What follows belongs to an exercise in optimizing a design on an open flow for small area; a production flow would make more cautious choices. In this exercise RTL edits were held to simulation tests only and were not proved equivalent to the original. No activity file was given, so power comes from the tool's default toggle rates.

--- flow/flow/run.sh ---
#!/bin/bash
# Standard ORFS layout with two changes that only affect area:
#  - ports are buffered with the smallest buffer (sky130_fd_sc_hd__buf_1)
#  - CTS uses small leaf clock buffers in clusters of at most 9 flip-flops,
#    and inserts no dummy loads
# Each step's full log stays in orfs/logs/; make's own output goes to make.log.
set -euo pipefail
bash standard.sh \
  BUFFER_PORTS_ARGS="-buffer_cell sky130_fd_sc_hd__buf_1" \
  CTS_ARGS="-sink_clustering_enable -repair_clock_nets -dont_use_dummy_load -buf_list {sky130_fd_sc_hd__clkbuf_8} -root_buf sky130_fd_sc_hd__clkbuf_16 -tree_buf sky130_fd_sc_hd__clkbuf_8 -sink_clustering_size 14 -sink_clustering_max_diameter 80" \
  finish > make.log 2>&1
--- flow/standard.sh ---
#!/bin/bash
# synth_recipe.tcl (not shown) runs the flow's synth.tcl, then flattens the netlist and writes it again
# the make line also repeats each setting of config.mk as NAME=value (left out here)
make -C /OpenROAD-flow-scripts/flow DESIGN_CONFIG=/design/flow/config.mk WORK_HOME=/design/flow/orfs CLKGATE_MAP_FILE= SYNTH_SCRIPT=/design/flow/synth_recipe.tcl "${@:-finish}"
--- flow/config.mk ---
export PLATFORM = sky130hd
export DESIGN_NAME = tlb
export DESIGN_NICKNAME = tlb
export VERILOG_FILES = /design/flow/design.v
export SDC_FILE = /design/flow/constraint.sdc
export NUM_CORES = 4
export LEC_CHECK = 0
export CAP_MARGIN = 20
export CORE_MARGIN = 2
export CORE_UTILIZATION = 40
export SLEW_MARGIN = 20
--- flow/constraint.sdc ---
create_clock -name core_clock -period 12.0 [get_ports {clk}]
set_input_delay 2.4000 -clock core_clock [delete_from_list [all_inputs] [get_ports {clk}]]
set_output_delay 2.4000 -clock core_clock [all_outputs]
set_load 0.01 [all_outputs]
--- flow/design.v ---
module tlb #(
  parameter XLEN = 64,
  parameter TLB_ENTRIES = 8   
) (
  input  wire             clk,
  input  wire             reset_n,
  input  wire             lookup_valid,       
  input  wire [XLEN-1:0]  lookup_vaddr,       
  input  wire             lookup_is_store,    
  input  wire             lookup_is_fetch,    
  output wire             lookup_hit,         
  output wire [XLEN-1:0]  lookup_paddr,       
  output wire             lookup_page_fault,  
  input  wire             update_valid,       
  input  wire [XLEN-1:0]  update_vpn,         
  input  wire [XLEN-1:0]  update_ppn,         
  input  wire [7:0]       update_pte,         
  input  wire [XLEN-1:0]  update_level,       
  input  wire [1:0]       privilege_mode,     
  input  wire             mstatus_sum,        
  input  wire             mstatus_mxr,        
  input  wire             translation_enabled,  
  input  wire             flush_all,          
  input  wire             flush_vaddr,        
  input  wire [XLEN-1:0]  flush_addr          
);
  localparam NE = 8;
  reg  [NE-1:0] tlb_valid;
  reg  [26:0]   tlb_vpn  [0:NE-1];
  reg  [51:0]   tlb_ppn  [0:NE-1];
  reg  [3:0]    tlb_kind [0:NE-1];   
  reg  [2:0]    tlb_replace_idx;
  wire upd_vpn_ok = ~|update_vpn[63:27];
  wire upd_lvl_hi0 = ~|update_level[63:2];
  wire upd_l1 = upd_lvl_hi0 & (update_level[1:0] == 2'd1);
  wire upd_l2 = upd_lvl_hi0 & (update_level[1:0] == 2'd2);
  wire pv = update_pte[0], pr = update_pte[1], pw = update_pte[2];
  wire px = update_pte[3], pu = update_pte[4];
  wire upd_bad = ~pv | (~pr & ~pw & ~px) | (pw & ~pr);
  wire [3:0] upd_perm = {pu & ~upd_bad, px & ~upd_bad, pw | upd_bad, pr & ~upd_bad};
  wire       upd_sup  = upd_l1 | upd_l2;
  wire [3:0] upd_kind = upd_sup ? {upd_l2, 3'b110} : upd_perm;
  wire [51:0] upd_ppn = {update_ppn[51:4], upd_sup ? upd_perm : update_ppn[3:0]};
  wire          lk_en = lookup_valid & translation_enabled;
  wire [26:0]   lk_vpn = lookup_vaddr[38:12];
  wire [26:0]   fl_vpn = flush_addr[38:12];
  wire [NE-1:0] match;
  wire [NE-1:0] fmatch;
  genvar g;
  generate
    for (g = 0; g < NE; g = g + 1) begin : g_cmp
      assign match[g]  = lk_en & tlb_valid[g] & (tlb_vpn[g] == lk_vpn);
      assign fmatch[g] = (tlb_vpn[g] == fl_vpn);
    end
  endgenerate
  wire [NE-1:0] sel;
  assign sel[NE-1] = match[NE-1];
  generate
    for (g = 0; g < NE-1; g = g + 1) begin : g_sel
      assign sel[g] = match[g] & ~|match[NE-1:g+1];
    end
  endgenerate
  reg [51:0] s_ppn;
  reg [3:0]  s_kind;
  integer i;
  always @(*) begin
    s_ppn  = 52'd0;
    s_kind = 4'd0;
    for (i = 0; i < NE; i = i + 1) begin
      s_ppn  = s_ppn  | ({52{sel[i]}} & tlb_ppn[i]);
      s_kind = s_kind | ({4{sel[i]}}  & tlb_kind[i]);
    end
  end
  wire       s_sup  = ~s_kind[0] & s_kind[1] & s_kind[2];   
  wire       s_l2   = s_sup & s_kind[3];
  wire [3:0] s_perm = s_sup ? s_ppn[3:0] : s_kind;
  wire hit = |match;
  assign lookup_hit = hit;
  wire fr = s_perm[0], fw = s_perm[1], fx = s_perm[2], fu = s_perm[3];
  wire f_bad = fw & ~fr;
  wire mode_ok = (privilege_mode == 2'b00) ? fu :
                 (privilege_mode == 2'b01) ? (~fu | mstatus_sum) : 1'b1;
  wire acc_ok = lookup_is_fetch ? fx :
                lookup_is_store ? fw : (fr | (fx & mstatus_mxr));
  wire perm_ok = ~f_bad & mode_ok & acc_ok;
  assign lookup_page_fault = hit & ~perm_ok;
  assign lookup_paddr[11:0]  = lookup_vaddr[11:0];
  assign lookup_paddr[20:12] = s_sup ? lookup_vaddr[20:12] : s_ppn[8:0];
  assign lookup_paddr[29:21] = s_l2 ? lookup_vaddr[29:21] : s_ppn[17:9];
  assign lookup_paddr[63:30] = s_ppn[51:18];
  always @(posedge clk or negedge reset_n) begin
    if (!reset_n) begin
      tlb_replace_idx <= 3'd0;
      tlb_valid <= {NE{1'b0}};
    end else begin
      for (i = 0; i < NE; i = i + 1) begin
        if (update_valid && tlb_replace_idx == i)
          tlb_valid[i] <= upd_vpn_ok;
        else if (flush_all || (flush_vaddr && fmatch[i]))
          tlb_valid[i] <= 1'b0;
      end
      if (update_valid)
        tlb_replace_idx <= tlb_replace_idx + 3'd1;
    end
  end
  always @(posedge clk) begin
    for (i = 0; i < NE; i = i + 1) begin
      if (update_valid && tlb_replace_idx == i) begin
        tlb_vpn[i]  <= update_vpn[26:0];
        tlb_ppn[i]  <= upd_ppn;
        tlb_kind[i] <= upd_kind;
      end
    end
  end
endmodule
==> results.tsv, run 1 <==
metric	value	unit
status	timing/DRC/antenna clean	
Routed WL	93.1	mm
setup TNS	0	ps
Layout Skew	39.4	ps
Layout area overhead	9.82	%
GP Congestion	0.959	
All-Layer GR Usage	24.2	%
1st-pass router iterations	5	
crit path max fanout	54	
first-pass GRT wire length	130	mm
mapped cell area	29300	um2
RSZ-0062 raised after global routing	false	
FMAX	102	MHz
DRC viols	0	
Switching Fraction	26.8	%
Final HPWL DP	62.1	mm
vias in the first global route	18400	
Finished Core Util	44.3	%
final worst path period share	82.0	%
Resize count post-CTS	0	
Syn. warnings	4	
Top FF cell, synth	edfxtp_1	
CTS tree	built	
row cnt	99	
vias	18400	
Hold Path Sink	tlb_replace_idx[0]	
postcts setup bufs	0	
Worst Hold Class	reg2reg	
sequential power share	63.0	%
IO Pins	407	
DRT antenna net count	0	
syn nets	2316	
Root Buffer	clkbuf_16	
CTS sink count	675	
LEAKAGE	0.00979	uW
Hold Fails Final Rpt	0	
worst-margin pin slew	1220	ps
fin. max-slew vios	0	
FFs w/ async S/R, synth	1.63	%
Netlist cell types	75	
pwr/cell area	150	nW/um2
synth top area cells	edfxtp_1 68%, xnor2_1 7.2%, xor2_1 5.8%	
hold path depth	1	
Post-synth EDFFs	664	
starting density of the core	40.3	%
CP Capture Type	primary output	
part of the Yosys area used for sequential elements	68.9	%
Final Setup Violations	0	
Clk pwr share	24.0	%
total die area	75600	um2
R2R cell count	5	
FF+latch count, synth	675	
later-pin clock latency in the skew report	590	ps
Chip Height	275	um
core area	72800	um2
filler cell count	6559	
DR iter-0 viols	1718	
RR Endpoint	tlb_valid[6]	
Max-slew headroom	18.8	%
flop-to-flop setup slack	9330	ps
GRT overflow	0	
Clock transition at path regs	90	ps
syn_area_per_cell	14.9	um2
Yosys top cell area share	67.9	%
Logic pwr share	13.1	%
# nets final	2600	
crit path launch type	input pin	
post-synthesis instance total	1969	
maximum VDD drop	114	uV
cts hold-fix bufs	0	
Crit path required time	9600	ps
Tmin final	9840	ps
TritonCTS Buffers	54	
Inst Count DP	3156	
max cap viols	0	
largest net degree at the start of global routing	83	
die width	275	um
htree depth	2	
initial antenna violation count	15	
critical path class	in2out	
Non-Filler Instances	3214	
RR Startpoint	tlb_replace_idx[0]	
number of I/O port buffers	305	
top cell type by total area after synthesis	edfxtp_1	
CP Data Arrival Time	7440	ps
DR vias/cell	5.74	
wire length per cell	29.0	um
P_sw	1300	uW
Cell Int Power	3550	uW
critical hold path startpoint	tlb_replace_idx[0]	
share of cells above drive strength 1	6.44	%
Max clock buf depth	3	
[power by group through the flow]
| stage | sequential, uW | combinational (uW) | clock (uW) |
|---|---|---|---|
| final | 3050 | 634 | 1160 |
| after floorplan | 3100 | 352 | 0 |
| after CTS | 3050 | 637 | 1190 |
| after global routing | 3080 | 670 | 1260 |
| after detailed placement | 3110 | 635 | 0 |
| after global placement | 3090 | 629 | 0 |
[cell families (layout without fill, tap and decap cells)]
family | after synthesis | after routing | share of synthesized area [%]
compound gates | 265 | 265 | 6.68
xor+xnor | 434 | 434 | 13.0
fa+ha+maj | 6 | 6 | 0.256
buf+inv | 140 | 422 | 2.52
flops | 675 | 675 | 68.9
mux | 15 | 15 | 0.567
other cells | 0 | 4 | 0
simple gates | 434 | 434 | 8.14
[flip-flops by register name (all words and copies together) (netlist names)]
register         count
tlb_valid            8
tlb_vpn            216
tlb_ppn            416
tlb_kind            32
tlb_replace_idx      3
[layer usage]
layer  up-vias  GRT usage (%)  wire (um)
met5         -              0        162
met4        24           9.20       3600
met3       173           5.10       8100
met2       844           40.3      44300
met1      9368           31.3      37000
li1       8026              -          -
[worst max-delay path, stage by stage]
cell	delay [ps]
buf_1	770
xor2_1	260
nor4_1	840
nand2_1	240
nor3_4	210
buf_4	370
or4b_4	240
nor2_4	40
buf_4	340
and2_1	310
o21ai_2	740
nor2_1	90
a31oi_1	210
buf_1	310
[worst max-delay path by stage]
stage / start / end / slack, ps / cells past startpoint
after CTS: lookup_vaddr[31] / lookup_paddr[29] / 2140 / 14
after detailed placement: lookup_vaddr[31] / lookup_paddr[29] / 2140 / 14
after global routing: lookup_vaddr[19] / lookup_paddr[29] / 1830 / 14
final: lookup_vaddr[31] / lookup_paddr[29] / 2160 / 14
after floorplan: lookup_vaddr[36] / lookup_paddr[28] / 4350 / 13
after global placement: lookup_vaddr[19] / lookup_page_fault / 2180 / 15
[cells in the final DEF, fill, tap and decap left out, drive strengths merged, types with 4 or more instances in the layout]
cell type,netlist,final
a221o,9,9
o21ai,60,60
o31ai,4,4
and2,16,16
buf,62,352
ha,6,6
nand2b,5,5
a22oi,91,91
nand4,83,83
clkbuf,62,54
and3,5,5
or4b,4,4
nor4,87,87
nor2,25,25
nand3,53,53
a221oi,49,49
nand2,128,128
mux2,13,13
nor3,11,11
dfrtp,11,11
nand3b,5,5
inv,16,16
a31oi,10,10
diode,0,4
edfxtp,664,664
xor2,193,193
xnor2,241,241
a21oi,5,5
[metrics by stage]
stage | total power [uW] | setup WS [ps] | area, um2 | hold slack, ps
finish | 4850 | 2160 | 32200 | 547
global route | 5000 | 1830 | 32200 | 580
CTS | 4870 | 2140 | 32200 | 544
detailed placement | 3740 | 2140 | 31400 | 528
global placement | 3720 | 2180 | 31400 | 515
floorplan | 3450 | 4350 | 29300 | 491
[synth_stat cells (all sizes together) (6+ instances only)]
cell      n
a22oi    91
inv      16
ha        6
nand3    53
nand4    83
and2     16
nand2   128
xnor2   241
mux2     13
nor3     11
nor2     25
xor2    193
nor4     87
dfrtp    11
clkbuf   62
o21ai    60
a221o     9
buf      62
edfxtp  664
a31oi    10
a221oi   49
[layout make-up]
type                    count  area (um2)  area share, %
inverters                  16        60.1          0.186
clock buffers              54         800           2.48
diodes                      4        10.0         0.0311
multi-input cells        1154        8450           26.2
well taps                 959        1200           3.72
flip-flops and latches    675       20200           62.7
repair buffers            352        1500           4.65
==> run 2, diff against run 1 <==
--- a/flow/config.mk
+++ b/flow/config.mk
@@ -7,5 +7,5 @@
 export LEC_CHECK = 0
 export CAP_MARGIN = 20
 export CORE_MARGIN = 2
-export CORE_UTILIZATION = 40
+export CORE_UTILIZATION = 70
 export SLEW_MARGIN = 20
==> run 2 against run 1 <==
Sequential share of layout area increased by 1.1 points. Final area decreased by 1.8%. Fmax shrank 1.9%. Critical path depth unchanged. Largest cell class unchanged.
==> results.tsv, run 2 <==
metric	value	unit	change
Final HPWL DP	56.3	mm	-9.3%
RR Endpoint	tlb_vpn[0][3]		
1st-pass router iterations	8		+3
Resize count post-CTS	0		unchanged
largest register by flop count	tlb_ppn		
RSZ-0062 raised after global routing	false		
worst-margin pin slew	1140	ps	-76.4 ps
htree depth	2		unchanged
Hold Path Sink	tlb_replace_idx[0]		
top cell type by total area after synthesis	edfxtp_1		
setup TNS	0	ps	unchanged
total die area	43600	um2	-42%
# nets final	2594		-0.23%
row cnt	75		-24%
Hold Fails Final Rpt	0		unchanged
placed inst area	30800	um2	-1.8%
TritonCTS Buffers	54		unchanged
DRT antenna net count	0		unchanged
number of I/O port buffers	305		unchanged
cts hold-fix bufs	0		unchanged
Logic pwr share	13.1	%	about the same
crit path max fanout	25		-54%
GP Congestion	1.02		+6.7%
Tmin final	10030	ps	+192 ps
die width	209	um	-24%
FFs w/ async S/R, synth	1.63	%	unchanged
maximum VDD drop	154	uV	+35%
wire length per cell	30.7	um	+6.0%
later-pin clock latency in the skew report	580	ps	about the same
CTS tree	built		
pwr/cell area	152	nW/um2	+1.3%
sequential power share	63.3	%	+0.3 points
Max-slew headroom	23.2	%	+4.4 points
LEAKAGE	0.00976	uW	-0.30%
FMAX	99.7	MHz	-1.9%
post-synthesis instance total	1969		unchanged
FF+latch count, synth	675		unchanged
synth top area cells	edfxtp_1 68%, xnor2_1 7.2%, xor2_1 5.8%		
starting density of the core	70.4	%	+30 points
critical path class	in2out		
syn_area_per_cell	14.9	um2	unchanged
part of the Yosys area used for sequential elements	68.9	%	unchanged
final worst path period share	83.6	%	+1.6 points
Non-Filler Instances	2787		-13%
DR vias/cell	6.81		+19%
first-pass GRT wire length	121	mm	-6.8%
Root Buffer	clkbuf_16		
hold path depth	1		unchanged
most frequent cells in the layout	664 x edfxtp_1, 305 x buf_1, 241 x xnor2_1		
vias in the first global route	18100		-1.4%
DR iter-0 viols	2737		+59%
Largest register FFs	416		unchanged
most numerous cell in the Yosys netlist	edfxtp_1		
mapped cell area	29300	um2	unchanged
Inst Count DP	2730		-13%
initial antenna violation count	2		-13
Syn. warnings	4		unchanged
CTS sink count	675		unchanged
Clk pwr share	23.6	%	-0.4 points
Max clock buf depth	3		unchanged
Chip Height	209	um	-24%
fin. max-slew vios	0		unchanged
filler cell count	2564		-61%
DRC viols	0		unchanged
CP Data Arrival Time	7630	ps	+190 ps
Layout Skew	71.8	ps	+32.4 ps
Largest regs	tlb_ppn (416), tlb_vpn (216), tlb_kind (32)		
most common cell after layout, fill and taps aside	edfxtp_1		
Clock transition at path regs	90	ps	about the same
Routed WL	85.6	mm	-8.1%
Finished Cell Area	31700	um2	-1.8%
flop-to-flop setup slack	9370	ps	+40 ps
Post-synth EDFFs	664		unchanged
R2R cell count	3		-2
Top FF cell, synth	edfxtp_1		
Cell Int Power	3550	uW	about the same
share of cells above drive strength 1	6.19	%	-0.25 points
Yosys top cell area share	67.9	%	unchanged
Netlist cell types	75		unchanged
crit path launch type	input pin		
synth cell count leaders	664 x edfxtp_1, 241 x xnor2_1, 193 x xor2_1		
Crit path required time	9600	ps	about the same
status	timing/DRC/antenna clean		
Setup crit start	lookup_vaddr[18]		
postcts setup bufs	0		unchanged
P_sw	1280	uW	-1.7%
largest net degree at the start of global routing	59		-29%
CP Capture Type	primary output		
Switching Fraction	26.5	%	-0.33 points
GRT overflow	0		unchanged
Layout area overhead	7.87	%	
IO Pins	407		unchanged
RR Startpoint	tlb_replace_idx[2]		
All-Layer GR Usage	39.1	%	+15 points
max cap viols	0		unchanged
core area	41700	um2	-43%
critical hold path startpoint	tlb_replace_idx[0]		
Worst Hold Class	reg2reg		
Final Setup Violations	0		unchanged
vias	19000		+3.0%
syn nets	2316		unchanged
## run 2: cell counts after synthesis
Identical to the previous run, type by type.
## run 2: worst max-delay path by stage
stage / to
global route: lookup_page_fault
global placement: lookup_paddr[21]
finish: lookup_page_fault
CTS: lookup_paddr[21]
floorplan: lookup_paddr[28]
detailed placement: lookup_paddr[21]
## run 2: power groups by stage
stage	sequential [uW]	combinational (uW)	clock [uW]
CTS	3050	626	1140
global placement	3090	612	0
detailed placement	3100	622	0
floorplan	3100	352	0
global route	3070	660	1210
finish	3060	634	1140
## run 2: per-layer routing
| metal | vias up | wire length [um] | GRT usage, % |
|---|---|---|---|
| met5 | - | 12 | 0 |
| met4 | 2 | 4230 | 18.3 |
| met3 | 216 | 10100 | 8.24 |
| met2 | 1329 | 40700 | 62.4 |
| met1 | 9432 | 30600 | 52.5 |
| li1 | 8011 | - | - |
## run 2: metrics by stage
stage	power, uW	hold WS [ps]	utilization (%)	worst slack [ps]
3_3_place_gp	3700	513	74.0	2250
6_report	4830	567	76.0	1970
2_1_floorplan	3450	491	-	4350
3_5_place_dp	3720	549	74.0	2250
4_1_cts	4820	565	75.9	2240
5_1_grt	4950	592	76.0	1900
## run 2: layout make-up
type / instances / area (um2) / share of cell area, %
Inverter: 16 / 60.1 / 0.190
Clock buffer: 54 / 800 / 2.53
Antenna cell: 3 / 7.51 / 0.0237
Multi-Input combinational cell: 1154 / 8450 / 26.7
Tap cell: 539 / 674 / 2.13
Timing Repair Buffer: 346 / 1450 / 4.59
Sequential cell: 675 / 20200 / 63.9
## run 2: logic make-up after synthesis
family          Yosys count  share of synthesized area (%)
compound gates          265                           6.68
xor+xnor                434                           13.0
fa+ha+maj                 6                          0.256
buf+inv                 140                           2.52
flops                   675                           68.9
mux                      15                          0.567
simple gates            434                           8.14
## run 2: critical path, stage by stage
cell,delay [ps]
buf_1,460
buf_4,350
xor2_1,100
nor4_1,800
nand3_1,500
or3_1,630
nor4b_4,220
and2_2,450
a222oi_1,420
nor3b_1,520
a221oi_1,160
a211oi_1,270
o31a_1,160
buf_1,150
==> run 3, diff against run 2 <==
--- a/flow/config.mk
+++ b/flow/config.mk
@@ -5,7 +5,7 @@
 export SDC_FILE = /design/flow/constraint.sdc
 export NUM_CORES = 4
 export LEC_CHECK = 0
-export CAP_MARGIN = 20
+export CAP_MARGIN = 0
 export CORE_MARGIN = 2
 export CORE_UTILIZATION = 70
-export SLEW_MARGIN = 20
+export SLEW_MARGIN = 0
==> run 3 against run 2 <==
Still clean. Sequential power about the same. Count of clock-buffer cells in the layout unchanged. Area after synthesis unchanged. Via count down 0.21%. Synthesized cell count unchanged. Routed wire length about the same. Final area about the same. Die area unchanged. Combinational power about the same. Critical path type unchanged. Largest cell class unchanged. Highest routed layer unchanged.
==> results.tsv, run 3 <==
metric	value	unit	change
status	timing/DRC/antenna clean		
starting density of the core	70.4	%	unchanged
number of I/O port buffers	305		unchanged
postcts setup bufs	0		unchanged
DRC viols	0		unchanged
critical path class	in2out		
hold slack	574	ps	+7.93 ps
post-synthesis instance total	1969		unchanged
first-pass GRT wire length	121	mm	unchanged
All-Layer GR Usage	39.1	%	unchanged
Largest regs	tlb_ppn (416), tlb_vpn (216), tlb_kind (32)		
pwr/cell area	153	nW/um2	about the same
met3 Track Usage GR	8.24	%	unchanged
Crit path required time	9600	ps	about the same
total die area	43600	um2	unchanged
synth top area cells	edfxtp_1 68%, xnor2_1 7.2%, xor2_1 5.8%		
part of the Yosys area used for sequential elements	68.9	%	unchanged
row cnt	75		unchanged
die width	209	um	unchanged
Netlist cell types	75		unchanged
final worst path period share	83.6	%	about the same
GRT overflow	0		unchanged
most frequent cells in the layout	664 x edfxtp_1, 305 x buf_1, 241 x xnor2_1		
IO Pins	407		unchanged
Syn. warnings	4		unchanged
FF+latch count, synth	675		unchanged
Clock transition at path regs	90	ps	about the same
multi-input logic area	8440	um2	about the same
top cell type by total area after synthesis	edfxtp_1		
Top FF cell, synth	edfxtp_1		
crit path max fanout	25		unchanged
largest net degree at the start of global routing	59		unchanged
htree depth	2		unchanged
Resize count post-CTS	0		unchanged
Layout Skew	70.4	ps	-1.38 ps
later-pin clock latency in the skew report	580	ps	about the same
Chip Height	209	um	unchanged
Final HPWL DP	56.3	mm	unchanged
Layout area overhead	7.85	%	about the same
Root Buffer	clkbuf_16		
LEAKAGE	0.00976	uW	about the same
synth cell count leaders	664 x edfxtp_1, 241 x xnor2_1, 193 x xor2_1		
CTS sink count	675		unchanged
FMAX	99.7	MHz	about the same
GR Layer Usage met2	62.4	%	unchanged
CP Data Arrival Time	7630	ps	about the same
Largest register FFs	416		unchanged
DR iter-0 viols	2705		-1.2%
DR vias/cell	6.80		-0.21%
filler cell count	2565		+0.039%
worst-margin pin slew	1140	ps	-3.70 ps
Post-synth EDFFs	664		unchanged
GP Congestion	1.02		unchanged
most common cell after layout, fill and taps aside	edfxtp_1		
Final Setup Violations	0		unchanged
Worst Hold Class	reg2reg		
setup TNS	0	ps	unchanged
RSZ-0062 raised after global routing	false		
routing usage on met1	52.5	%	unchanged
flop-to-flop setup slack	9380	ps	about the same
Reg area	20200	um2	unchanged
Hold Fails Final Rpt	0		unchanged
Max-slew headroom	23.4	%	+0.25 points
syn_area_per_cell	14.9	um2	unchanged
most numerous cell in the Yosys netlist	edfxtp_1		
fin. max-slew vios	0		unchanged
Max clock buf depth	3		unchanged
gr busiest metal	met2		
1st-pass router iterations	6		-2
Routed WL	85.6	mm	about the same
Finished Cell Area	31700	um2	about the same
CTS tree	built		
wire length per cell	30.7	um	about the same
TritonCTS Buffers	54		unchanged
core area	41700	um2	unchanged
syn nets	2316		unchanged
Yosys top cell area share	67.9	%	unchanged
crit path launch type	input pin		
maximum VDD drop	154	uV	-0.25%
share of cells above drive strength 1	6.15	%	-0.045 points
Finished Core Util	76.0	%	about the same
cts hold-fix bufs	0		unchanged
initial antenna violation count	2		unchanged
FFs w/ async S/R, synth	1.63	%	unchanged
vias	19000		-0.21%
vias in the first global route	18100		unchanged
mapped cell area	29300	um2	unchanged
Tmin final	10030	ps	-5.49 ps
# nets final	2594		unchanged
placed inst area	30800	um2	unchanged
max cap viols	0		unchanged
DRT antenna net count	0		unchanged
CP Capture Type	primary output		
largest register by flop count	tlb_ppn		
-- run 3: cell counts after synthesis --
No cell type changed its count.
-- run 3: routing by layer --
layer	wire length, um	up-vias
met3	10000	224
met4	4310	2
met1	30800	9411
met2	40500	1306
met5	12	-
li1	-	8008
-- run 3: kinds of logic after synthesis --
logic type                 after synthesis  share of synthesized area, %
AOI/OAI and AO/OA                      265                          6.68
and+or+nand+nor                        434                          8.14
xor gates and xnor gates               434                          13.0
muxes                                   15                         0.567
buffers and inverters                  140                          2.52
adders and majority gates                6                         0.256
DFF                                    675                          68.9
-- run 3: final cells by class --
type | instances | area share, %
sequential | 675 | 63.9
multi-input combinational | 1154 | 26.7
timing repair buffer | 346 | 4.59
clock buffer | 54 | 2.53
tap | 539 | 2.13
inverter | 16 | 0.190
antenna | 3 | 0.0237
-- run 3: worst paths after layout --
check / start / to / depth (start not counted)
max in group asynchronous: reset_n / tlb_valid[0] / 1
min in group asynchronous: reset_n / tlb_valid[7] / 1
worst min register to register: tlb_replace_idx[0] / tlb_replace_idx[0] / 1
worst min-delay path: tlb_replace_idx[0] / tlb_replace_idx[0] / 1
worst max register to register: tlb_replace_idx[2] / tlb_vpn[0][13] / 3
worst max-delay path: lookup_vaddr[18] / lookup_page_fault / 14
-- run 3: worst max-delay path, stage by stage --
cell and delay (ps):
buf_1 480, buf_4 350, xor2_1 100, nor4_1 800, nand3_1 480, or3_1 620
nor4b_4 220, and2_2 450, a222oi_1 430, nor3b_1 520, a221oi_1 160, a211oi_1 270
o31a_1 160, buf_1 150
-- run 3: through the flow --
stage / power [uW] / worst slack [ps] / std cells
6_report: 4830 / 1970 / 2787
5_1_grt: 4950 / 1900 / 2785
3_5_place_dp: 3720 / 2250 / 2730
4_1_cts: 4820 / 2240 / 2784
3_3_place_gp: 3700 / 2250 / 2730
2_1_floorplan: 3450 / 4350 / 1969
-- run 3: where the power goes --
part | internal, uW | total, uW | switching [uW]
Combinational | 172 | 634 | 462
Clock | 443 | 1140 | 696
Sequential | 2930 | 3060 | 121
Total | 3550 | 4830 | 1280
==> run 4, diff against run 3 <==
--- a/flow/flow/run.sh
+++ b/flow/flow/run.sh
@@ -1,7 +1,7 @@
 #!/bin/bash
 # Standard ORFS layout with two changes that only affect area:
 #  - ports are buffered with the smallest buffer (sky130_fd_sc_hd__buf_1)
-#  - CTS uses small leaf clock buffers in clusters of at most 9 flip-flops,
+#  - CTS uses clkbuf_8 leaf clock buffers in clusters of at most 14 flip-flops,
 #    and inserts no dummy loads
 # Each step's full log stays in orfs/logs/; make's own output goes to make.log.
 set -euo pipefail
--- a/flow/config.mk
+++ b/flow/config.mk
@@ -5,7 +5,7 @@
 export SDC_FILE = /design/flow/constraint.sdc
 export NUM_CORES = 4
 export LEC_CHECK = 0
-export CAP_MARGIN = 0
+export CAP_MARGIN = 20
 export CORE_MARGIN = 2
 export CORE_UTILIZATION = 70
-export SLEW_MARGIN = 0
+export SLEW_MARGIN = 20
==> run 4 against run 3 <==
Still clean. Critical path depth stayed put. Setup slack worse by 5.5 ps. Utilization hardly changed. Largest power group unchanged.
==> results.tsv, run 4 <==
metric	value	unit	change
DRC viols	0		unchanged
crit path launch type	input pin		
Clock transition at path regs	90	ps	about the same
Yosys top cell area share	67.9	%	unchanged
RR Endpoint	tlb_vpn[0][3]		
DR iter-0 viols	2737		+1.2%
GP Congestion	1.02		unchanged
syn_area_per_cell	14.9	um2	unchanged
Hold Path Sink	tlb_replace_idx[0]		
RR Startpoint	tlb_replace_idx[2]		
die width	209	um	unchanged
1st-pass router iterations	8		+2
max cap viols	0		unchanged
Logic pwr share	13.1	%	about the same
vias	19000		+0.21%
synth cell count leaders	664 x edfxtp_1, 241 x xnor2_1, 193 x xor2_1		
FFs w/ async S/R, synth	1.63	%	unchanged
filler cell count	2564		-0.039%
Cell Int Power	3550	uW	about the same
htree depth	2		unchanged
All-Layer GR Usage	39.1	%	unchanged
GRT overflow	0		unchanged
most frequent cells in the layout	664 x edfxtp_1, 305 x buf_1, 241 x xnor2_1		
Largest register FFs	416		unchanged
LEAKAGE	0.00976	uW	about the same
DRT antenna net count	0		unchanged
R2R cell count	3		unchanged
final worst path period share	83.6	%	about the same
largest net degree at the start of global routing	59		unchanged
Netlist cell types	75		unchanged
critical hold path startpoint	tlb_replace_idx[0]		
critical path class	in2out		
synth top area cells	edfxtp_1 68%, xnor2_1 7.2%, xor2_1 5.8%		
initial antenna violation count	2		unchanged
Worst Hold Class	reg2reg		
top cell type by total area after synthesis	edfxtp_1		
number of I/O port buffers	305		unchanged
Root Buffer	clkbuf_16		
postcts setup bufs	0		unchanged
Crit path required time	9600	ps	about the same
crit path max fanout	25		unchanged
most common cell after layout, fill and taps aside	edfxtp_1		
Hold Fails Final Rpt	0		unchanged
maximum VDD drop	154	uV	+0.25%
# nets final	2594		unchanged
pwr/cell area	152	nW/um2	about the same
Max clock buf depth	3		unchanged
Clk pwr share	23.6	%	about the same
post-synthesis instance total	1969		unchanged
vias in the first global route	18100		unchanged
largest register by flop count	tlb_ppn		
RSZ-0062 raised after global routing	false		
core area	41700	um2	unchanged
Largest regs	tlb_ppn (416), tlb_vpn (216), tlb_kind (32)		
share of cells above drive strength 1	6.19	%	+0.045 points
FF+latch count, synth	675		unchanged
sequential power share	63.3	%	about the same
P_sw	1280	uW	about the same
Tmin final	10030	ps	+5.49 ps
row cnt	75		unchanged
Inst Count DP	2730		unchanged
CP Data Arrival Time	7630	ps	about the same
total die area	43600	um2	unchanged
CP Capture Type	primary output		
setup TNS	0	ps	unchanged
first-pass GRT wire length	121	mm	unchanged
cts hold-fix bufs	0		unchanged
status	timing/DRC/antenna clean		
most numerous cell in the Yosys netlist	edfxtp_1		
hold path depth	1		unchanged
CTS sink count	675		unchanged
part of the Yosys area used for sequential elements	68.9	%	unchanged
Layout area overhead	7.87	%	about the same
Syn. warnings	4		unchanged
Post-synth EDFFs	664		unchanged
Non-Filler Instances	2787		unchanged
DR vias/cell	6.81		+0.21%
CTS tree	built		
syn nets	2316		unchanged
fin. max-slew vios	0		unchanged
Final Setup Violations	0		unchanged
Routed WL	85.6	mm	about the same
Final HPWL DP	56.3	mm	unchanged
Max-slew headroom	23.2	%	-0.25 points
Switching Fraction	26.5	%	about the same
TritonCTS Buffers	54		unchanged
Layout Skew	71.8	ps	+1.38 ps
worst-margin pin slew	1140	ps	+3.70 ps
Chip Height	209	um	unchanged
Resize count post-CTS	0		unchanged
Finished Core Util	76.0	%	about the same
FMAX	99.7	MHz	about the same
starting density of the core	70.4	%	unchanged
flop-to-flop setup slack	9370	ps	about the same
mapped cell area	29300	um2	unchanged
wire length per cell	30.7	um	about the same
later-pin clock latency in the skew report	580	ps	about the same
IO Pins	407		unchanged
Top FF cell, synth	edfxtp_1		
run 4: cell counts after synthesis:
Identical to the previous run, type by type.
run 4: worst max path at each step:
stage	startpoint	to	slack [ps]	depth (start not counted)
after floorplan	lookup_vaddr[36]	lookup_paddr[28]	4350	13
after global placement	lookup_vaddr[21]	lookup_paddr[21]	2250	14
after detailed placement	lookup_vaddr[21]	lookup_paddr[21]	2250	14
after CTS	lookup_vaddr[21]	lookup_paddr[21]	2240	14
after global routing	lookup_vaddr[18]	lookup_page_fault	1900	14
final	lookup_vaddr[18]	lookup_page_fault	1970	14
run 4: cells by family after synthesis:
family,synth area share (%)
AO/OA/AOI/OAI,6.68
XOR/XNOR,13.0
adder cells (fa/ha/maj),0.256
buffers and inverters,2.52
flip-flops,68.9
multiplexers,0.567
AND/OR/NAND/NOR,8.14
run 4: final cells by class:
| class | instances | area [um2] | area share, % |
|---|---|---|---|
| tap | 539 | 674 | 2.13 |
| multi-input combinational | 1154 | 8450 | 26.7 |
| timing repair buffer | 346 | 1450 | 4.59 |
| antenna | 3 | 7.51 | 0.0237 |
| sequential | 675 | 20200 | 63.9 |
| inverter | 16 | 60.1 | 0.190 |
| clock buffer | 54 | 800 | 2.53 |
run 4: power groups by stage:
stage	combinational, uW	clock (uW)	sequential [uW]
2_1_floorplan	352	0	3100
5_1_grt	660	1210	3070
6_report	634	1140	3060
3_5_place_dp	622	0	3100
4_1_cts	626	1140	3050
3_3_place_gp	612	0	3090
run 4: through the flow:
step / hold WS (ps) / setup WS [ps] / area [um2] / total power (uW)
floorplan: 491 / 4350 / 29300 / 3450
detailed placement: 549 / 2250 / 30800 / 3720
global placement: 513 / 2250 / 30800 / 3700
global route: 592 / 1900 / 31700 / 4950
CTS: 565 / 2240 / 31600 / 4820
finish: 567 / 1970 / 31700 / 4830
run 4: worst max-delay path, cell delays in order:
cell,delay (ps)
buf_1,460
buf_4,350
xor2_1,100
nor4_1,800
nand3_1,500
or3_1,630
nor4b_4,220
and2_2,450
a222oi_1,420
nor3b_1,520
a221oi_1,160
a211oi_1,270
o31a_1,160
buf_1,150
run 4: per-layer routing:
layer	vias up	global-route usage (%)	part of all wire, %
met1	9432	52.5	36
met3	216	8.24	12
li1	8011	-	-
met4	2	18.3	4.9
met5	-	0	0.014
met2	1329	62.4	47
==> run 5, diff against run 4 <==
==> flow/flow/run.sh (replaced) <==
#!/bin/bash
# Standard ORFS layout with these changes, which only affect area:
#  - synthesis maps logic with an area-oriented ABC script (flow/synth.tcl
#    wraps synth_recipe.tcl and swaps in flow/abc_area.script)
#  - ports are buffered with the smallest buffer (sky130_fd_sc_hd__buf_1)
#  - CTS uses clkbuf_8 leaf clock buffers in clusters of at most 14
#    flip-flops, and inserts no dummy loads
# Each step's full log stays in orfs/logs/; make's own output goes to make.log.
set -euo pipefail
export FLOW_ABC_SCRIPT=$PWD/flow/abc_area.script
export FLOW_SYNTH_TCL=$PWD/synth_recipe.tcl
bash standard.sh \
  SYNTH_SCRIPT=$PWD/flow/synth.tcl \
  BUFFER_PORTS_ARGS="-buffer_cell sky130_fd_sc_hd__buf_1" \
  CTS_ARGS="-sink_clustering_enable -repair_clock_nets -dont_use_dummy_load -buf_list {sky130_fd_sc_hd__clkbuf_8} -root_buf sky130_fd_sc_hd__clkbuf_16 -tree_buf sky130_fd_sc_hd__clkbuf_8 -sink_clustering_size 14 -sink_clustering_max_diameter 80" \
  finish > make.log 2>&1
==> flow/flow/abc_area.script (new file) <==
&get -n
&st
&syn2
&dch -f
&nf -R 1000 -F 8 -A 4
&put
==> flow/flow/synth.tcl (new file) <==
# The standard synthesis (synth_recipe.tcl), with one change: the ABC
# mapping step uses an area-oriented script (flow/abc_area.script) in place
# of ORFS's abc_speed.script. Registers are mapped exactly as before.
proc abc {args} {
  set i [lsearch -exact $args -script]
  if { $i >= 0 } {
    lset args [expr { $i + 1 }] $::env(FLOW_ABC_SCRIPT)
  }
  yosys abc {*}$args
}
source $::env(FLOW_SYNTH_TCL)
==> run 5 against run 4 <==
Still clean. Final area shrank 2.9%. Sequential power about the same. Routed wire length decreased by 10%. Via count decreased by 4.8%.
==> results.tsv, run 5 <==
metric	value	unit	change
status	timing/DRC/antenna clean		
DRC viols	0		unchanged
flop-to-flop setup slack	9380	ps	about the same
max cap viols	0		unchanged
Hold Fails Final Rpt	0		unchanged
first-pass GRT wire length	110	mm	-9.0%
synth top area cells	edfxtp_1 71%, xnor2_1 6.7%, xor2_1 5.6%		
Clock transition at path regs	90	ps	about the same
DRT antenna net count	0		unchanged
RSZ-0062 raised after global routing	false		
pwr/cell area	156	nW/um2	+2.2%
CTS tree	built		
number of I/O port buffers	305		unchanged
Final Worst Setup Slack	1390	ps	-579 ps
later-pin clock latency in the skew report	590	ps	about the same
critical hold path startpoint	tlb_valid[0]		
Routed WL	76.9	mm	-10%
CTS sink count	675		unchanged
mapped cell area	27900	um2	-4.8%
Root Buffer	clkbuf_16		
hold path depth	2		+1
Top FF cell, synth	edfxtp_1		
core area	39500	um2	-5.1%
critical path class	in2out		
met1 wire length	27.5	mm	-10%
CP Data Arrival Time	8210	ps	+580 ps
Max clock buf depth	3		unchanged
CP Capture Type	primary output		
part of the Yosys area used for sequential elements	72.4	%	+3.5 points
Max-slew headroom	10.5	%	-13 points
postcts setup bufs	0		unchanged
Finished Core Util	77.8	%	+1.8 points
Final HPWL DP	50.5	mm	-10%
vias in the first global route	17500		-3.5%
Layout Skew	28.0	ps	-43.8 ps
Worst Hold Class	reg2reg		
Yosys top cell area share	71.4	%	+3.4 points
FF+latch count, synth	675		unchanged
cts hold-fix bufs	0		unchanged
TritonCTS Buffers	54		unchanged
DR iter-0 viols	2573		-6.0%
Final Setup Violations	0		unchanged
dpl ws	1610	ps	-639 ps
post-synthesis instance total	1745		-11%
syn_area_per_cell	16.0	um2	+7.4%
most frequent cells in the layout	664 x edfxtp_1, 305 x buf_1, 214 x xnor2_1		
row cnt	73		-2.7%
met3 wire length	7.96	mm	-21%
R2R cell count	5		+2
Largest regs	tlb_ppn (416), tlb_vpn (216), tlb_kind (32)		
maximum VDD drop	187	uV	+22%
IO Pins	407		unchanged
starting density of the core	70.6	%	+0.19 points
RR Startpoint	tlb_replace_idx[0]		
syn nets	2092		-9.7%
share of cells above drive strength 1	4.72	%	-1.5 points
fin. max-slew vios	0		unchanged
largest register by flop count	tlb_ppn		
die width	204	um	-2.4%
Netlist cell types	41		-45%
htree depth	2		unchanged
wire length per cell	29.0	um	-5.6%
top cell type by total area after synthesis	edfxtp_1		
LEAKAGE	0.00938	uW	-4.0%
FMAX	94.2	MHz	-5.5%
# nets final	2469		-4.8%
DR vias/cell	6.82		+0.12%
worst-margin pin slew	1330	ps	+188 ps
crit path max fanout	48		+92%
Largest register FFs	416		unchanged
GRT overflow	0		unchanged
All-Layer GR Usage	37.0	%	-2.2 points
vias	18100		-4.8%
filler cell count	2340		-8.7%
setup TNS	0	ps	unchanged
Layout area overhead	10.1	%	
Crit path required time	9600	ps	about the same
Syn. warnings	4		unchanged
Post-synth EDFFs	664		unchanged
GP Congestion	1.02		-0.68%
FFs w/ async S/R, synth	1.63	%	unchanged
synth cell count leaders	664 x edfxtp_1, 214 x xnor2_1, 179 x xor2_1		
Tmin final	10610	ps	+579 ps
most common cell after layout, fill and taps aside	edfxtp_1		
crit path launch type	input pin		
RR Endpoint	tlb_vpn[7][4]		
final worst path period share	88.4	%	+4.8 points
Hold Path Sink	tlb_valid[0]		
1st-pass router iterations	8		unchanged
DR top layer	met5		
DR WL met2	37.7	mm	-7.2%
largest net degree at the start of global routing	61		+3.4%
Chip Height	204	um	-2.4%
most numerous cell in the Yosys netlist	edfxtp_1		
Resize count post-CTS	0		unchanged
total die area	41500	um2	-4.7%
initial antenna violation count	5		+3
total power	4790	uW	-0.69%
run 5: cell types whose count changed after synthesis, moves of 16 or more:
cell,delta
a21oi_1,+16
a221oi_1,-38
a222oi_1,+108
a22oi_1,-90
buf_4,-18
clkbuf_1,-62
clkinv_1,+42
inv_1,-16
nand3_1,-40
nand4_1,+52
o21ai_0,-46
xnor2_1,-27
run 5: final cells by class:
type                    count  area [um2]  area share (%)
diodes                      4        10.0          0.0325
clock buffers              54         800            2.60
flip-flops and latches    675       20200            65.7
inverters                  42         170           0.553
well taps                 525         657            2.14
multi-input cells        1016        7550            24.5
repair buffers            333        1360            4.41
run 5: where the power goes:
| group | internal (uW) | leakage (uW) | total [uW] | switching, uW |
|---|---|---|---|---|
| Combinational | 164 | 0.00279 | 599 | 435 |
| Sequential | 2940 | 0.00618 | 3070 | 130 |
| Clock | 442 | 0.000414 | 1130 | 684 |
run 5: metal layers:
| metal | track usage, % | vias to the layer above |
|---|---|---|
| met1 | 49.4 | 8890 |
| met3 | 5.96 | 195 |
| met2 | 60.7 | 1281 |
| li1 | - | 7702 |
| met5 | 0 | - |
| met4 | 16.9 | 4 |
run 5: cells by family (layout without fill, tap and decap cells):
group	count (synthesis)	in the layout	synth area share, %
AOI/OAI and AO/OA	193	193	5.91
xor gates and xnor gates	393	393	12.3
adders and majority gates	6	6	0.269
buffers and inverters	54	429	0.887
DFF	675	675	72.4
muxes	10	10	0.399
other	0	4	0
and+or+nand+nor	414	414	7.84
run 5: critical path, stage by stage:
cell	delay (ps)
buf_1	610
xnor2_1	290
nand3_1	150
nor3_1	60
nand4_1	180
o21ai_0	280
nand3b_1	530
nor3_2	790
buf_4	690
a222oi_1	230
and4_1	270
nor4_2	680
buf_4	340
nor2_1	110
a21oi_1	330
buf_1	200
run 5: stage by stage:
step	std cells	cell area [um2]	hold WS [ps]
2_1_floorplan	1745	27900	473
4_1_cts	2645	30700	530
3_3_place_gp	2591	29900	499
6_report	2649	30800	532
5_1_grt	2645	30700	587
3_5_place_dp	2591	29900	512
run 5: how the worst max path moves through the flow:
stage                   endpoint              from  slack, ps  depth (start not counted)
2_1_floorplan  lookup_page_fault  lookup_vaddr[37]        470                         14
3_3_place_gp    lookup_paddr[21]  lookup_vaddr[28]       1690                         16
3_5_place_dp    lookup_paddr[21]  lookup_vaddr[28]       1610                         16
4_1_cts         lookup_paddr[21]  lookup_vaddr[28]       1570                         16
5_1_grt         lookup_paddr[21]  lookup_vaddr[28]       1280                         16
6_report        lookup_paddr[21]  lookup_vaddr[37]       1390                         16
==> run 6, diff against run 5 <==
--- a/flow/flow/synth.tcl
+++ b/flow/flow/synth.tcl
@@ -6,6 +6,8 @@
   if { $i >= 0 } {
     lset args [expr { $i + 1 }] $::env(FLOW_ABC_SCRIPT)
   }
+  puts "abc: using script $::env(FLOW_ABC_SCRIPT)"
+
   yosys abc {*}$args
 }
 source $::env(FLOW_SYNTH_TCL)
==> run 6 against run 5 <==
Clock skew unchanged. Critical endpoint unchanged. Clock power hardly changed. Still clean. Via count did not move. Largest cell class unchanged.
==> results.tsv, run 6 <==
metric	value	unit	change
LEAKAGE	0.00938	uW	unchanged
Layout area overhead	10.1	%	unchanged
Resize count post-CTS	0		unchanged
postcts setup bufs	0		unchanged
share of cells above drive strength 1	4.72	%	unchanged
Crit path required time	9600	ps	about the same
Final HPWL DP	50.5	mm	unchanged
CP Data Arrival Time	8210	ps	about the same
final worst path period share	88.4	%	unchanged
Syn. warnings	4		unchanged
CTS tree	built		
cell family contributing the most delay on the critical path	simple AND/OR/NAND/NOR gates		
Tmin final	10610	ps	unchanged
Post-synth EDFFs	664		unchanged
Buf/Inv on CP	4		unchanged
Root Buffer	clkbuf_16		
hold slack	532	ps	unchanged
most frequent cells in the layout	664 x edfxtp_1, 305 x buf_1, 214 x xnor2_1		
Max-slew headroom	10.5	%	unchanged
synth cell count leaders	664 x edfxtp_1, 214 x xnor2_1, 179 x xor2_1		
Max clock buf depth	3		unchanged
largest register by flop count	tlb_ppn		
top cell type by total area after synthesis	edfxtp_1		
# nets final	2469		unchanged
status	timing/DRC/antenna clean		
Yosys top cell area share	71.4	%	unchanged
part of the Yosys area used for sequential elements	72.4	%	unchanged
Slowest Stage Delay on Critical Path	790	ps	about the same
vias in the first global route	17500		unchanged
TritonCTS Buffers	54		unchanged
GRT overflow	0		unchanged
worst-path cell chain	buf_1, xnor2_1, nand3_1, nor3_1, nand4_1, o21ai_0, nand3b_1, nor3_2, buf_4, a222oi_1, and4_1, nor4_2, buf_4, nor2_1, a21oi_1, buf_1		
setup TNS	0	ps	unchanged
RR Startpoint	tlb_replace_idx[0]		
wire length per cell	29.0	um	unchanged
row cnt	73		unchanged
pwr/cell area	156	nW/um2	unchanged
cts hold-fix bufs	0		unchanged
Routed WL	76.9	mm	unchanged
Clock transition at path regs	90	ps	about the same
CTS sink count	675		unchanged
DRC viols	0		unchanged
DR vias/cell	6.82		unchanged
crit path max fanout	48		unchanged
worst-margin pin slew	1330	ps	unchanged
Setup crit start	lookup_vaddr[37]		
Finished Core Util	77.8	%	unchanged
most numerous cell in the Yosys netlist	edfxtp_1		
CP Depth	16		unchanged
htree depth	2		unchanged
Final Setup Violations	0		unchanged
GP Congestion	1.02		unchanged
mapped cell area	27900	um2	unchanged
max cap viols	0		unchanged
All-Layer GR Usage	37.0	%	unchanged
crit path launch type	input pin		
vias	18100		unchanged
critical path class	in2out		
synth top area cells	edfxtp_1 71%, xnor2_1 6.7%, xor2_1 5.6%		
fin. max-slew vios	0		unchanged
RSZ-0062 raised after global routing	false		
Netlist cell types	41		unchanged
later-pin clock latency in the skew report	590	ps	about the same
1st-pass router iterations	8		unchanged
die width	204	um	unchanged
DR iter-0 viols	2573		unchanged
initial antenna violation count	5		unchanged
critical path endpoint	lookup_paddr[21]		
largest net degree at the start of global routing	61		unchanged
maximum VDD drop	187	uV	unchanged
filler cell count	2340		unchanged
Top FF cell, synth	edfxtp_1		
Hold Fails Final Rpt	0		unchanged
CP Capture Type	primary output		
R2R cell count	5		unchanged
DRT antenna net count	0		unchanged
syn nets	2092		unchanged
number of I/O port buffers	305		unchanged
Worst Hold Class	reg2reg		
Largest regs	tlb_ppn (416), tlb_vpn (216), tlb_kind (32)		
FMAX	94.2	MHz	unchanged
first-pass GRT wire length	110	mm	unchanged
Layout Skew	28.0	ps	unchanged
CP max stage cell	nor3_2		
IO Pins	407		unchanged
starting density of the core	70.6	%	unchanged
total die area	41500	um2	unchanged
syn_area_per_cell	16.0	um2	unchanged
Chip Height	204	um	unchanged
FF+latch count, synth	675		unchanged
flop-to-flop setup slack	9380	ps	about the same
most common cell after layout, fill and taps aside	edfxtp_1		
core area	39500	um2	unchanged
post-synthesis instance total	1745		unchanged
Largest register FFs	416		unchanged
RR Endpoint	tlb_vpn[7][4]		
FFs w/ async S/R, synth	1.63	%	unchanged
## run 6: final cells by class
cell class,count,area (um2),share of cell area (%)
Clock buffer,54,800,2.60
Antenna cell,4,10.0,0.0325
Inverter,42,170,0.553
Sequential cell,675,20200,65.7
Timing Repair Buffer,333,1360,4.41
Multi-Input combinational cell,1016,7550,24.5
Tap cell,525,657,2.14
## run 6: cells by family after synthesis
logic type	share of synthesized area (%)
mux	0.399
xor+xnor	12.3
compound gates	5.91
flops	72.4
fa+ha+maj	0.269
buf+inv	0.887
simple gates	7.84
## run 6: layer usage
layer,up-vias,track usage [%],routed length [um]
met3,195,5.96,7960
met4,4,16.9,3610
met2,1281,60.7,37700
li1,7702,-,-
met5,-,0,30
met1,8890,49.4,27500
## run 6: per-stage QoR
| stage | power [uW] | instances | worst slack (ps) | area (um2) |
|---|---|---|---|---|
| finish | 4790 | 2649 | 1390 | 30800 |
| global route | 4920 | 2645 | 1280 | 30700 |
| CTS | 4790 | 2645 | 1570 | 30700 |
| detailed placement | 3710 | 2591 | 1610 | 29900 |
| global placement | 3680 | 2591 | 1690 | 29900 |
| floorplan | 3420 | 1745 | 470 | 27900 |
## run 6: worst min path at each step
stage                               to                from  depth (start not counted)
floorplan                 tlb_valid[7]        tlb_valid[7]                          2
global placement          tlb_valid[4]        tlb_valid[4]                          2
detailed placement        tlb_valid[0]        tlb_valid[0]                          2
CTS                       tlb_valid[0]        tlb_valid[0]                          2
global route        tlb_replace_idx[0]  tlb_replace_idx[0]                          1
finish                    tlb_valid[0]        tlb_valid[0]                          2
## run 6: tightest hold or removal path: cells and delay by family, from the launching register on
| family | cells | cell delay [ps] |
|---|---|---|
| simple gates | 1 | 70 |
| compound gates | 1 | 70 |
| flops | 1 | 360 |
## run 6: where the power goes
group	switching (uW)	internal, uW
combinational	435	164
sequential	130	2940
clock	684	442
==> run 7, diff against run 6 <==
--- a/flow/flow/run.sh
+++ b/flow/flow/run.sh
@@ -12,5 +12,5 @@
 bash standard.sh \
   SYNTH_SCRIPT=$PWD/flow/synth.tcl \
   BUFFER_PORTS_ARGS="-buffer_cell sky130_fd_sc_hd__buf_1" \
-  CTS_ARGS="-sink_clustering_enable -repair_clock_nets -dont_use_dummy_load -buf_list {sky130_fd_sc_hd__clkbuf_8} -root_buf sky130_fd_sc_hd__clkbuf_16 -tree_buf sky130_fd_sc_hd__clkbuf_8 -sink_clustering_size 14 -sink_clustering_max_diameter 80" \
+  CTS_ARGS="-sink_clustering_enable -repair_clock_nets -dont_use_dummy_load -buf_list {sky130_fd_sc_hd__clkbuf_16} -sink_clustering_size 28 -sink_clustering_max_diameter 100" \
   finish > make.log 2>&1
==> run 7 against run 6 <==
Largest power group unchanged. Die area unchanged. Routed wire length is essentially flat. Via count down 0.84%. Utilization down 0.26 points. Setup slack worse by 120 ps. Count of clock-buffer cells in the layout fell by 26. Non-clock buffer count stayed put. Synthesized cell count unchanged. Flip-flop and latch count is the same.
==> results.tsv, run 7 <==
metric	value	unit	change
status	timing/DRC/antenna clean		
setup TNS	0	ps	unchanged
Crit path required time	9600	ps	about the same
Hold Fails Final Rpt	0		unchanged
Largest regs	tlb_ppn (416), tlb_vpn (216), tlb_kind (32)		
most frequent cells in the layout	664 x edfxtp_1, 305 x buf_1, 214 x xnor2_1		
die width	204	um	unchanged
critical path class	in2out		
post-synthesis instance total	1745		unchanged
syn nets	2092		unchanged
Inst Count DP	2591		unchanged
max cap viols	0		unchanged
syn_area_per_cell	16.0	um2	unchanged
final worst path period share	89.4	%	+0.96 points
most numerous cell in the Yosys netlist	edfxtp_1		
DRT antenna net count	0		unchanged
CTS sink count	675		unchanged
top cell type by total area after synthesis	edfxtp_1		
part of the Yosys area used for sequential elements	72.4	%	unchanged
Top FF cell, synth	edfxtp_1		
FMAX	93.2	MHz	-1.1%
synth cell count leaders	664 x edfxtp_1, 214 x xnor2_1, 179 x xor2_1		
Max clock buf depth	3		unchanged
DR iter-0 viols	2665		+3.6%
postcts setup bufs	0		unchanged
filler cell count	2351		+0.47%
first-pass GRT wire length	110	mm	+0.26%
CP Data Arrival Time	8330	ps	+120 ps
Resize count post-CTS	0		unchanged
# nets final	2443		-1.1%
RR Startpoint	tlb_replace_idx[1]		
Syn. warnings	4		unchanged
starting density of the core	70.6	%	unchanged
Largest register FFs	416		unchanged
most common cell after layout, fill and taps aside	edfxtp_1		
vias in the first global route	17400		-0.43%
placed inst area	29900	um2	unchanged
Slowest Stage Delay on Critical Path	870	ps	+80 ps
mapped cell area	27900	um2	unchanged
critical hold path startpoint	tlb_valid[0]		
LEAKAGE	0.00931	uW	-0.73%
GRT overflow	0		unchanged
Reg area	20200	um2	unchanged
synth top area cells	edfxtp_1 71%, xnor2_1 6.7%, xor2_1 5.6%		
share of cells above drive strength 1	3.53	%	-1.2 points
wire length per cell	29.3	um	+1.0%
Final HPWL DP	50.5	mm	unchanged
crit path max fanout	48		unchanged
CP max stage cell	nor3_2		
total die area	41500	um2	unchanged
CP Capture Type	primary output		
largest net degree at the start of global routing	61		unchanged
multi-input logic area	7550	um2	unchanged
htree depth	1		-1
Yosys top cell area share	71.4	%	unchanged
Finished Cell Area	30700	um2	-0.33%
worst-margin pin slew	1300	ps	-28.7 ps
crit path launch type	input pin		
GP Congestion	1.02		unchanged
fin. max-slew vios	0		unchanged
All-Layer GR Usage	36.8	%	-0.20 points
maximum VDD drop	161	uV	-14%
number of I/O port buffers	305		unchanged
Clock transition at path regs	100	ps	about the same
RSZ-0062 raised after global routing	false		
Final Setup Violations	0		unchanged
Non-Filler Instances	2622		-1.0%
IO Pins	407		unchanged
later-pin clock latency in the skew report	600	ps	about the same
pwr/cell area	154	nW/um2	-0.92%
Chip Height	204	um	unchanged
Root Buffer	clkbuf_16		
largest register by flop count	tlb_ppn		
Routed WL	76.9	mm	about the same
worst-path cell chain	buf_1, xnor2_1, nand3_1, nor3_1, nand4_1, o21ai_0, nand3b_1, nor3_2, buf_4, a222oi_1, and4_1, nor4_2, buf_4, nor2_1, a21oi_1, buf_1		
Post-synth EDFFs	664		unchanged
DR vias/cell	6.83		+0.18%
core area	39500	um2	unchanged
CTS tree	built		
Tmin final	10730	ps	+115 ps
Layout Skew	69.5	ps	+41.5 ps
FFs w/ async S/R, synth	1.63	%	unchanged
Setup crit start	lookup_vaddr[37]		
initial antenna violation count	4		-1
Finished Core Util	77.5	%	-0.26 points
Worst Hold Class	reg2reg		
total power	4730	uW	-1.3%
row cnt	73		unchanged
Layout area overhead	9.73	%	
vias	17900		-0.84%
DRC viols	0		unchanged
Netlist cell types	41		unchanged
TritonCTS Buffers	28		-48%
1st-pass router iterations	9		+1
Max-slew headroom	12.4	%	+1.9 points
FF+latch count, synth	675		unchanged
cts hold-fix bufs	0		unchanged
## run 7: changes by cell type in the layout (fill, tap and decap cells not counted)
cell / delta
diode_2: -1
clkbuf_16: +23
clkbuf_8: -49
## run 7: logic make-up (layout without fill, tap and decap cells)
logic type / Yosys count / after routing / synth area share [%]
buf+inv: 54 / 403 / 0.887
fa+ha+maj: 6 / 6 / 0.269
mux: 10 / 10 / 0.399
flops: 675 / 675 / 72.4
xor+xnor: 393 / 393 / 12.3
other cells: 0 / 3 / 0
simple gates: 414 / 414 / 7.84
compound gates: 193 / 193 / 5.91
## run 7: through the flow
| stage | hold slack, ps | worst slack (ps) |
|---|---|---|
| floorplan | 473 | 470 |
| global placement | 499 | 1690 |
| detailed placement | 512 | 1610 |
| CTS | 534 | 1530 |
| global route | 590 | 1210 |
| finish | 529 | 1270 |
## run 7: worst paths after layout
kind / end / slack [ps] / cells past startpoint
worst max register to register: tlb_ppn[5][50] / 9350 / 4
worst min-delay path: tlb_valid[0] / 530 / 2
max in group asynchronous: tlb_valid[5] / 9810 / 1
worst max-delay path: lookup_paddr[21] / 1270 / 16
min in group asynchronous: tlb_valid[6] / 1780 / 1
worst min register to register: tlb_valid[0] / 530 / 2
## run 7: area by class of cell
cell class / instances / area share [%]
tap: 525 / 2.14
antenna: 3 / 0.0245
multi-input combinational: 1016 / 24.6
clock buffer: 28 / 2.29
sequential: 675 / 66.0
inverter: 42 / 0.555
timing repair buffer: 333 / 4.42
## run 7: critical path, delay by kind of cell
family	cells	cell delay [ps]
AOI/OAI and AO/OA	3	860
buffers and inverters	4	1860
and+or+nand+nor	8	2860
xor gates and xnor gates	1	270
## run 7: where the power goes
part | internal, uW | leakage, uW | total [uW] | switching (uW)
sequential | 2940 | 0.00618 | 3070 | 131
clock | 418 | 0.000345 | 1070 | 648
combinational | 164 | 0.00279 | 599 | 434
## run 7: per-layer routing
layer  routed length [um]  share of wire, %  vias to the layer above  GRT usage (%)
met5                   40             0.052                        -              0
met4                 3530               4.6                        6           15.7
met3                 7730                10                      166           4.81
met2                37700                49                     1207           60.9
met1                27900                36                     8884           49.9
li1                     -                 -                     7657              -
==> run 8, diff against run 7 <==
--- a/flow/flow/run.sh
+++ b/flow/flow/run.sh
@@ -12,5 +12,5 @@
 bash standard.sh \
   SYNTH_SCRIPT=$PWD/flow/synth.tcl \
   BUFFER_PORTS_ARGS="-buffer_cell sky130_fd_sc_hd__buf_1" \
-  CTS_ARGS="-sink_clustering_enable -repair_clock_nets -dont_use_dummy_load -buf_list {sky130_fd_sc_hd__clkbuf_16} -sink_clustering_size 28 -sink_clustering_max_diameter 100" \
+  CTS_ARGS="-sink_clustering_enable -repair_clock_nets -dont_use_dummy_load -buf_list {sky130_fd_sc_hd__clkbuf_4} -root_buf sky130_fd_sc_hd__clkbuf_16 -tree_buf sky130_fd_sc_hd__clkbuf_8 -sink_clustering_size 8 -sink_clustering_max_diameter 60" \
   finish > make.log 2>&1
==> run 8 against run 7 <==
Count of clock-buffer cells in the layout increased by 66. Synthesized cell count unchanged. Clock skew shrank 42 ps. First-iteration DRC count decreased by 9.1%. Still clean on timing, DRC and antenna. Final area increased by 0.55%. Largest power group unchanged. Via count grew 1.2%. Utilization rose by 0.42 points. Critical path depth stayed put.
==> results.tsv, run 8 <==
metric	value	unit	change
R2R cell count	5		+1
RSZ-0062 raised after global routing	false		
Buf/Inv on CP	4		unchanged
CTS sink count	675		unchanged
htree depth	3		+2
critical hold path startpoint	tlb_valid[0]		
RR Startpoint	tlb_replace_idx[0]		
hold path depth	2		unchanged
DRT antenna net count	0		unchanged
share of cells above drive strength 1	6.48	%	+2.9 points
1st-pass router iterations	7		-2
Max clock buf depth	3		unchanged
synth cell count leaders	664 x edfxtp_1, 214 x xnor2_1, 179 x xor2_1		
TritonCTS Buffers	94		+240%
CTS tree	built		
starting density of the core	70.6	%	unchanged
FMAX	93.8	MHz	+0.57%
All-Layer GR Usage	37.2	%	+0.45 points
Final Setup Violations	0		unchanged
CP max stage cell	nor3_2		
most frequent cells in the layout	664 x edfxtp_1, 305 x buf_1, 214 x xnor2_1		
Crit path required time	9600	ps	about the same
largest register by flop count	tlb_ppn		
# nets final	2509		+2.7%
Hold Fails Final Rpt	0		unchanged
setup TNS	0	ps	unchanged
crit path max fanout	48		unchanged
pwr/cell area	157	nW/um2	+1.6%
Hold Path Sink	tlb_valid[0]		
mapped cell area	27900	um2	unchanged
Resize count post-CTS	0		unchanged
Syn. warnings	4		unchanged
critical path class	in2out		
Reg area	20200	um2	unchanged
wire length per cell	28.6	um	-2.4%
worst-path cell chain	buf_1, xnor2_1, nand3_1, nor3_1, nand4_1, o21ai_0, nand3b_1, nor3_2, buf_4, a222oi_1, and4_1, nor4_2, buf_4, nor2_1, a21oi_1, buf_1		
LEAKAGE	0.00946	uW	+1.7%
Post-synth EDFFs	664		unchanged
Finished Cell Area	30800	um2	+0.55%
first-pass GRT wire length	111	mm	+0.42%
vias	18100		+1.2%
row cnt	73		unchanged
worst-margin pin slew	1370	ps	+68.5 ps
CP Data Arrival Time	8270	ps	-60 ps
most common cell after layout, fill and taps aside	edfxtp_1		
largest net degree at the start of global routing	61		unchanged
cell family contributing the most delay on the critical path	simple AND/OR/NAND/NOR gates		
RR Endpoint	tlb_vpn[7][13]		
number of I/O port buffers	305		unchanged
Netlist cell types	41		unchanged
CP Capture Type	primary output		
GP Congestion	1.02		unchanged
placed inst area	29900	um2	unchanged
FFs w/ async S/R, synth	1.63	%	unchanged
filler cell count	2346		-0.21%
Slowest Stage Delay on Critical Path	830	ps	-40 ps
maximum VDD drop	172	uV	+7.0%
max cap viols	0		unchanged
DR vias/cell	6.74		-1.3%
GRT overflow	0		unchanged
Top FF cell, synth	edfxtp_1		
Finished Core Util	77.9	%	+0.42 points
flop-to-flop setup slack	9370	ps	+20 ps
cts hold-fix bufs	0		unchanged
most numerous cell in the Yosys netlist	edfxtp_1		
synth top area cells	edfxtp_1 71%, xnor2_1 6.7%, xor2_1 5.6%		
hold slack	535	ps	+5.79 ps
vias in the first global route	17800		+2.3%
postcts setup bufs	0		unchanged
Largest register FFs	416		unchanged
final worst path period share	88.9	%	-0.51 points
top cell type by total area after synthesis	edfxtp_1		
Layout Skew	27.1	ps	-42.4 ps
Yosys top cell area share	71.4	%	unchanged
Routed WL	77.0	mm	+0.13%
DRC viols	0		unchanged
FF+latch count, synth	675		unchanged
Tmin final	10670	ps	-61.3 ps
total die area	41500	um2	unchanged
later-pin clock latency in the skew report	570	ps	-30 ps
core area	39500	um2	unchanged
multi-input logic area	7550	um2	unchanged
Layout area overhead	10.3	%	
status	timing/DRC/antenna clean		
Setup crit start	lookup_vaddr[37]		
Chip Height	204	um	unchanged
syn nets	2092		unchanged
Final HPWL DP	50.5	mm	unchanged
Max-slew headroom	7.82	%	-4.6 points
syn_area_per_cell	16.0	um2	unchanged
part of the Yosys area used for sequential elements	72.4	%	unchanged
Worst Hold Class	reg2reg		
crit path launch type	input pin		
post-synthesis instance total	1745		unchanged
Root Buffer	clkbuf_16		
IO Pins	407		unchanged
Largest regs	tlb_ppn (416), tlb_vpn (216), tlb_kind (32)		
initial antenna violation count	4		unchanged
DR iter-0 viols	2423		-9.1%
die width	204	um	unchanged
fin. max-slew vios	0		unchanged
Clock transition at path regs	90	ps	about the same
run 8: cell counts after synthesis:
Identical to the previous run, type by type.
run 8: layout make-up:
type | count | area share [%]
diodes | 5 | 0.0406
clock buffers | 94 | 2.80
inverters | 42 | 0.552
multi-input cells | 1016 | 24.5
flip-flops and latches | 675 | 65.6
well taps | 525 | 2.13
repair buffers | 333 | 4.40
run 8: layer usage:
metal | routed length (um) | track usage, % | vias to the layer above
li1 | - | - | 7832
met1 | 27800 | 48.9 | 8928
met2 | 37700 | 60.5 | 1181
met3 | 7640 | 6.86 | 192
met4 | 3760 | 18.8 | 4
met5 | 29 | 0 | -
run 8: cell families after synthesis:
group / share of synthesized area, %
flops: 72.4
simple gates: 7.84
xor+xnor: 12.3
compound gates: 5.91
buf+inv: 0.887
mux: 0.399
fa+ha+maj: 0.269
run 8: how the worst max path moves through the flow:
stage | endpoint | slack [ps] | depth (start not counted)
final | lookup_paddr[21] | 1330 | 16
after floorplan | lookup_page_fault | 470 | 14
after global placement | lookup_paddr[21] | 1690 | 16
after global routing | lookup_paddr[21] | 1310 | 16
after detailed placement | lookup_paddr[21] | 1610 | 16
after CTS | lookup_paddr[21] | 1580 | 16
run 8: metrics by stage:
stage	power (uW)	cells	setup slack, ps
4_1_cts	4840	2685	1580
3_3_place_gp	3680	2591	1690
5_1_grt	4990	2685	1310
6_report	4830	2690	1330
3_5_place_dp	3710	2591	1610
2_1_floorplan	3420	1745	470
run 8: worst reg2reg max path: cells and delay by family, from the launching register on:
family	cells	cell delay [ps]
buffers and inverters	2	1260
flip-flops	1	430
adder cells (fa/ha/maj)	2	360
AND/OR/NAND/NOR	1	130
run 8: power breakdown:
| group | total (uW) | internal (uW) | switching [uW] |
|---|---|---|---|
| logic | 598 | 164 | 434 |
| registers | 3070 | 2940 | 129 |
| clock network | 1170 | 464 | 705 |

what the ideal ports hide:
The results above use ideal ports. As a check the final layouts listed here were re-extracted and re-timed, cells and wires unchanged.
Step 1 assumes that a clkbuf_16 drives the clock port and a buf_2 every other input.
Step 2 also shifts input and output timing later by t, the mid clock arrival at the registers, as if the neighbouring blocks saw the same clock.
Three values: ideal ports, drivers, drivers and shift; two values: the first two.
run | t, ns | slack for setup (ns) | hold slack, ns | worst setup path after step 2
run 1 | 0.643 | 2.160 / 2.127 / 2.127 | 0.547 / 0.547 / 0.547 | input to output
run 2 | 0.611 | 1.968 / 1.937 / 1.937 | 0.567 / 0.567 / 0.567 | input to output
run 3 | 0.609 | 1.974 / 1.942 / 1.942 | 0.574 / 0.574 / 0.574 | input to output
run 4 | 0.611 | 1.968 / 1.937 / 1.937 | 0.567 / 0.567 / 0.567 | input to output
run 5 | 0.620 | 1.389 / 1.360 / 1.360 | 0.532 / 0.532 / 0.532 | input to output
run 6 | 0.620 | 1.389 / 1.360 / 1.360 | 0.532 / 0.532 / 0.532 | input to output
run 7 | 0.625 | 1.274 / 1.245 / 1.245 | 0.529 / 0.529 / 0.529 | input to output
run 8 | 0.621 | 1.335 / 1.306 / 1.306 | 0.535 / 0.535 / 0.535 | input to output
After both steps setup and hold are still met in every run listed. The setup slack of run 1, which loses most, moves by -0.033 ns with the drivers and by -0.033 ns with both steps.
